This design comes from an exercise in tuning for small area on the open sky130 flow, not from production work.
Only simulation tests tie the RTL to the original design; equivalence was not proved.
The clock input has no modelled driver; a real chip could not lean on it and would need a root buffer or a full tree.
Power is estimated from default activity; no workload was simulated.

Design top_counter_up_down, start of the top module:
module top_counter_up_down (
    input        clk,
    input        reset,
    output [3:0] fndCom,
    output [7:0] fndFont,
    output       tx,
    input        rx
);
    wire        br_tick, scan_tick, ph2;
    wire [7:0]  rx_data;
    wire        rx_done;
    wire        en, clear_cmd, mode;
    wire [15:0] bcd;
    tick_gen U_TickGen (
        .clk      (clk),
        .reset    (reset),
        .br_tick  (br_tick),
        .scan_tick(scan_tick),
        .ph2      (ph2)
    );
    uart U_uart (
        .clk    (clk),
        .reset  (reset),
        .br_tick(br_tick),
        .ph2    (ph2),
        .tx     (tx),
        .rx_data(rx_data),
        .rx_done(rx_done),
        .rx     (rx)
    );
    control_unit U_ControlUnit (
        .clk    (clk),
        .reset  (reset),
        .rx_data(rx_data),
        .rx_done(rx_done),
        .en       (en),
        .clear_cmd(clear_cmd),
        .mode     (mode)
    );
    counter_bcd U_Counter (
        .clk  (clk),
        .reset(reset),
        .en       (en),
        .clear_cmd(clear_cmd),
        .mode     (mode),
        .bcd  (bcd)
    );
    fndController U_FndController (
        .clk      (clk),
        .reset    (reset),
        .scan_tick(scan_tick),
        .bcd      (bcd),
        .fndCom   (fndCom),
        .fndFont  (fndFont)
    );
endmodule
Size: ~16 I/O pins, ~0.0029 mm2 of cells after synthesis.
==> module uart, before the edit <==
module uart (
    input        clk,
    input        reset,
    input        br_tick,
    input        ph2,
    output       tx,
    output [7:0] rx_data,
    output       rx_done,
    input        rx
);
    localparam R_IDLE = 8'h14, R_START = 8'h78;
    reg [7:0] p;
    reg [7:0] rd;
    wire [3:0] pb = p[7:4];
    wire r_wait = (pb == 4'd1);            
    assign rx_done = r_wait & ~p[2];
    assign rx_data = rd;
    always @(posedge clk, posedge reset) begin
        if (reset) p <= R_IDLE;
        else if (r_wait) p <= rx ? R_IDLE : R_START;
        else if (br_tick) p <= p + 8'd1;
    end
    always @(posedge clk) begin
        if (br_tick & pb[3] & (p[3:0] == 4'hf)) rd <= {rx, rd[7:1]};
    end
    localparam T_IDLE = 8'h11, T_START = 8'h70;
    reg [7:0] q;
    reg [7:0] td;
    reg       z;
    wire [3:0] qb = q[7:4];
    wire t_idle = (qb == 4'd1) & q[0];
    wire t_load = t_idle & rx_done;
    always @(posedge clk, posedge reset) begin
        if (reset) q <= T_IDLE;
        else if (t_idle) begin
            if (rx_done) q <= T_START;
        end else if (br_tick) q <= q + 8'd1;
    end
    always @(posedge clk) begin
        if (t_load) begin
            td <= rd;
            z  <= ~rx;
        end
    end
    assign tx = (qb == 4'd7) ? (ph2 & (q[3:0] == 4'd0)) : qb[3] ? (td[qb[2:0]] & ~z) : 1'b1;
endmodule
==> module counter_bcd, before the edit <==
module counter_bcd (
    input             clk,
    input             reset,
    input             en,
    input             clear_cmd,
    input             mode,
    output reg [15:0] bcd
);
    reg [4:0] div;
    wire tick  = &div;
    wire clear = (div == 5'd0);
    always @(posedge clk, posedge reset) begin
        if (reset) begin
            div <= 5'd6;
        end else if (clear) begin
            div <= 5'd6;
        end else if (clear_cmd) begin
            div <= 5'd0;
        end else if (en) begin
            div <= (div + 5'd1) | {2'b00, {3{tick}}};
        end
    end
    wire step = en & tick;
    wire [3:0] t0, t1, t2, t3;
    wire c1, c2, c3, c4;
    bcd_digit_t U_D0 (.d(bcd[3:0]),   .dn(mode), .ci(step), .t(t0), .co(c1));
    bcd_digit_t U_D1 (.d(bcd[7:4]),   .dn(mode), .ci(c1),   .t(t1), .co(c2));
    bcd_digit_t U_D2 (.d(bcd[11:8]),  .dn(mode), .ci(c2),   .t(t2), .co(c3));
    bcd_digit_t U_D3 (.d(bcd[15:12]), .dn(mode), .ci(c3),   .t(t3), .co(c4));
    always @(posedge clk, posedge reset) begin
        if (reset) begin
            bcd <= 16'd0;
        end else if (clear) begin
            bcd <= 16'd0;
        end else begin
            bcd <= bcd ^ {t3, t2, t1, t0};
        end
    end
endmodule
==> module tick_gen, before the edit <==
module tick_gen (
    input  clk,
    input  reset,
    output br_tick,
    output scan_tick,
    output ph2
);
    reg [3:0] c;
    always @(posedge clk, posedge reset) begin
        if (reset) c <= 4'd15;
        else if (c == 4'd9) c <= 4'd0;
        else if (c == 4'd15) c <= 4'd1;
        else c <= c + 4'd1;
    end
    assign scan_tick = (c == 4'd0);
    assign br_tick   = (c == 4'd0) | (c == 4'd5);
    assign ph2       = (c == 4'd2) | (c == 4'd7);
endmodule
Settings: LEC_CHECK=0, ABC_AREA=1, CAP_MARGIN=0, CORE_MARGIN=2, CORE_UTILIZATION=75, GPL_TIMING_DRIVEN=0, SLEW_MARGIN=0; clock period 90.0 ns.
standard.sh (not shown) runs the stock make flow with config.mk's settings and CLKGATE_MAP_FILE= SYNTH_SCRIPT=/design/flow/synth_recipe.tcl, a recipe that flattens the netlist after the stock synthesis.
==> flow/flow/run.sh <==
#!/bin/bash
# Own layout flow: the standard synthesis, then the combinational logic is
# re-mapped for area with a stronger ABC script (flip-flops kept as they are,
# checked by name, type and a combinational equivalence proof), then the standard flow's
# standard layout steps with smaller port buffers and no CTS dummy loads.
set -uo pipefail
W=$(pwd)
F=$W/flow
R=$W/orfs/results/$FLOW_PLATFORM/top_counter_up_down/base
LIB=$FLOW_HOME/platforms/$FLOW_PLATFORM/lib/sky130_fd_sc_hd__tt_025C_1v80.lib
DU=$(sed -n '/DONT_USE_CELLS +=/,/^#/p' $FLOW_HOME/platforms/$FLOW_PLATFORM/config.mk | tr -d '\\' | tr ' ' '\n' | grep '^sky130' | sed 's/^/-dont_use /' | tr '\n' ' ')

bash standard.sh synth > log_std_synth.txt 2>&1 || exit 1
cp $R/1_2_yosys.v $W/std_1_2_yosys.v

remap() { # in out abc_script
  cat > $2.ys <<EOC
read_liberty -ignore_miss_func $LIB
blackbox sky130_fd_sc_hd__df* sky130_fd_sc_hd__edf* sky130_fd_sc_hd__sdf* sky130_fd_sc_hd__dl*
read_verilog $1
hierarchy -top $FLOW_TOP
flatten
rename -hide w:_*
opt -purge
abc -script $3 -liberty $LIB $DU -D 90000
opt_clean -purge
hilomap -singleton -hicell sky130_fd_sc_hd__conb_1 HI -locell sky130_fd_sc_hd__conb_1 LO
tee -q -o $2.stat stat -liberty $LIB
select $FLOW_TOP
write_verilog -selected -noattr -noexpr -nohex -nodec $2
EOC
  yosys -q $2.ys > $2.log 2>&1
}

ffs() { grep -oE 'sky130_fd_sc_hd__(df|edf|sdf|dl)[a-z0-9_]*\s+\S+' $1 | awk '{print $1, $2}' | sort; }

check() { # candidate netlist: same flip-flops, combinationally equivalent
  ffs $W/std_1_2_yosys.v > $1.ffs_std
  ffs $1 > $1.ffs
  cmp -s $1.ffs_std $1.ffs || return 1
  python3 $F/cutff.py $W/std_1_2_yosys.v $1.gold_cut.v || return 1
  python3 $F/cutff.py $1 $1.gate_cut.v || return 1
  cat > $1.eq.ys <<EOC
read_liberty -ignore_miss_func $LIB
read_verilog $1.gold_cut.v
rename $FLOW_TOP gold
read_verilog $1.gate_cut.v
rename $FLOW_TOP gate
miter -equiv -flatten -make_assert gold gate m
hierarchy -top m
sat -verify -prove-asserts m
EOC
  yosys -q $1.eq.ys > $1.eq.log 2>&1
}

BEST=$W/std_1_2_yosys.v
if remap $W/std_1_2_yosys.v $W/remap1.v $F/remap1.abc && check $W/remap1.v; then
  BEST=$W/remap1.v
  if remap $W/remap1.v $W/remap2.v $F/remap2.abc && check $W/remap2.v; then
    a1=$(grep -oE "Chip area for module[^:]*: [0-9.]+" $W/remap1.v.stat | awk '{print $NF}')
    a2=$(grep -oE "Chip area for module[^:]*: [0-9.]+" $W/remap2.v.stat | awk '{print $NF}')
    if python3 -c "import sys; sys.exit(0 if float('$a2') < float('$a1') else 1)"; then BEST=$W/remap2.v; fi
  fi
fi
echo "netlist used: $BEST" > log_remap_choice.txt
if [[ $BEST != $W/std_1_2_yosys.v ]]; then
  cp $BEST $R/1_2_yosys.v
  rm -f $R/1_synth.odb $R/1_synth.sdc
fi

export BUFFER_PORTS_ARGS="-buffer_cell sky130_fd_sc_hd__buf_1"
export CTS_ARGS="-sink_clustering_enable -repair_clock_nets -dont_use_dummy_load"
bash standard.sh cts > log_std_cts.txt 2>&1 || exit 1

# Clock distribution: NCLUST buffers fed by the clock port, each driving one
# cluster of flip-flops; kept only if the estimated clock-pin slew is low.
cp $R/4_cts.odb $W/4_cts_orfs.odb
PLATFORM_DIR=$FLOW_HOME/platforms/$FLOW_PLATFORM IN_ODB=$R/4_cts.odb IN_SDC=$R/4_cts.sdc \
  OUT_ODB=$W/4_cts_recluster.odb NCLUST=${NCLUST:-3} LEAF_CELL=${LEAF_CELL:-sky130_fd_sc_hd__clkbuf_16} \
  openroad -no_init -exit $F/recluster.tcl > log_recluster.txt 2>&1
slew=$(grep -oE "RECLUSTER: worst clock pin slew [0-9.e-]+" log_recluster.txt | awk '{print $NF}')
if [[ -f $W/4_cts_recluster.odb && -n "$slew" ]] && python3 -c "import sys; sys.exit(0 if float('$slew') < 0.105 else 1)"; then
  cp $W/4_cts_recluster.odb $R/4_cts.odb
  echo "recluster used, slew $slew" >> log_remap_choice.txt
else
  echo "recluster not used ($slew)" >> log_remap_choice.txt
fi

bash standard.sh finish > log_std_finish.txt 2>&1
Other scripts of this flow, unchanged in this note and not shown: flow/flow/cutff.py, flow/flow/recluster.tcl, flow/flow/remap1.abc, flow/flow/remap2.abc
==> next run, changes <==
--- a/flow/design.v
+++ b/flow/design.v
@@ -14,5 +14,5 @@
     reg [7:0] rd;
     wire [3:0] pb = p[7:4];
-    wire r_wait = (pb == 4'd1);            
+    wire r_wait = ~pb[3] & ~pb[1] & pb[0];    
     assign rx_done = r_wait & ~p[2];
     assign rx_data = rd;
@@ -30,5 +30,5 @@
     reg       z;
     wire [3:0] qb = q[7:4];
-    wire t_idle = (qb == 4'd1) & q[0];
+    wire t_idle = ~qb[3] & ~qb[1] & qb[0] & q[0];
     wire t_load = t_idle & rx_done;
     always @(posedge clk, posedge reset) begin
@@ -44,5 +44,5 @@
         end
     end
-    assign tx = (qb == 4'd7) ? (ph2 & (q[3:0] == 4'd0)) : qb[3] ? (td[qb[2:0]] & ~z) : 1'b1;
+    assign tx = (~qb[3] & qb[1]) ? (ph2 & (q[3:0] == 4'd0)) : qb[3] ? (td[qb[2:0]] & ~z) : 1'b1;
 endmodule
 `timescale 1ns / 1ps
@@ -137,5 +137,5 @@
     reg [4:0] div;
     wire tick  = &div;
-    wire clear = (div == 5'd0);
+    wire clear = ~(div[4] | div[3] | div[1]);    
     always @(posedge clk, posedge reset) begin
         if (reset) begin
@@ -190,13 +190,13 @@
 );
     reg [3:0] c;
-    always @(posedge clk, posedge reset) begin
-        if (reset) c <= 4'd15;
-        else if (c == 4'd9) c <= 4'd0;
-        else if (c == 4'd15) c <= 4'd1;
+    wire c10 = c[3] & c[1];
+    always @(posedge clk, posedge reset) begin
+        if (reset) c <= 4'd0;
+        else if (c10) c <= 4'd1;
         else c <= c + 4'd1;
     end
-    assign scan_tick = (c == 4'd0);
-    assign br_tick   = (c == 4'd0) | (c == 4'd5);
-    assign ph2       = (c == 4'd2) | (c == 4'd7);
+    assign scan_tick = c10;
+    assign br_tick   = c10 | (c[2] & ~c[1] & c[0]);           
+    assign ph2       = ~c[3] & c[1] & ~(c[2] ^ c[0]);        
 endmodule
 module fndController (
Result: Hold slack is better by 0.0075 ns; fmax drops slightly; setup slack is worse by 0.26 ns; design area drops slightly; register-to-register slack is better by 0.27 ns; wire length drops by roughly a tenth; total power climbs slightly; utilization drops by 1.0 points; synthesized area drops slightly; synthesized cell count drops by a few percent; cell count drops by a few percent; via count drops by a few percent; combinational power climbs by well over a third; global-route usage drops by 4.3 points.
In every run of this note, the design's own scripts or RTL, not TritonCTS, make the clock network.

re-timing with driven ports:
The results above use ideal ports. As a check the final layouts listed here were re-extracted and re-timed, cells and wires unchanged.
Step 1: set_driving_cell puts a clkbuf_16 on clk and a buf_2 on each other input, an assumption about the parent block.
Step 2 adds t to the input delays and takes it off the output delays; t is the mean of the earliest and latest rising clock arrival at the registers after step 1. Input paths then give back, and output paths get back, about the clock's delay inside the block.
Three values: ideal ports, drivers, drivers and shift; two values: the first two.
| run | shift t [ns] | setup slack, ns | hold WS [ns] | slew at the worst register clock pin (ns) |
|---|---|---|---|---|
| the first run | 0.206 | 69.611 / 69.549 / 69.755 | 0.474 / 0.474 / 0.474 | 0.09 / 0.09 |
| the second run | 0.205 | 69.354 / 69.294 / 69.499 | 0.482 / 0.482 / 0.482 | 0.09 / 0.09 |
After both steps every run listed still meets setup and hold.
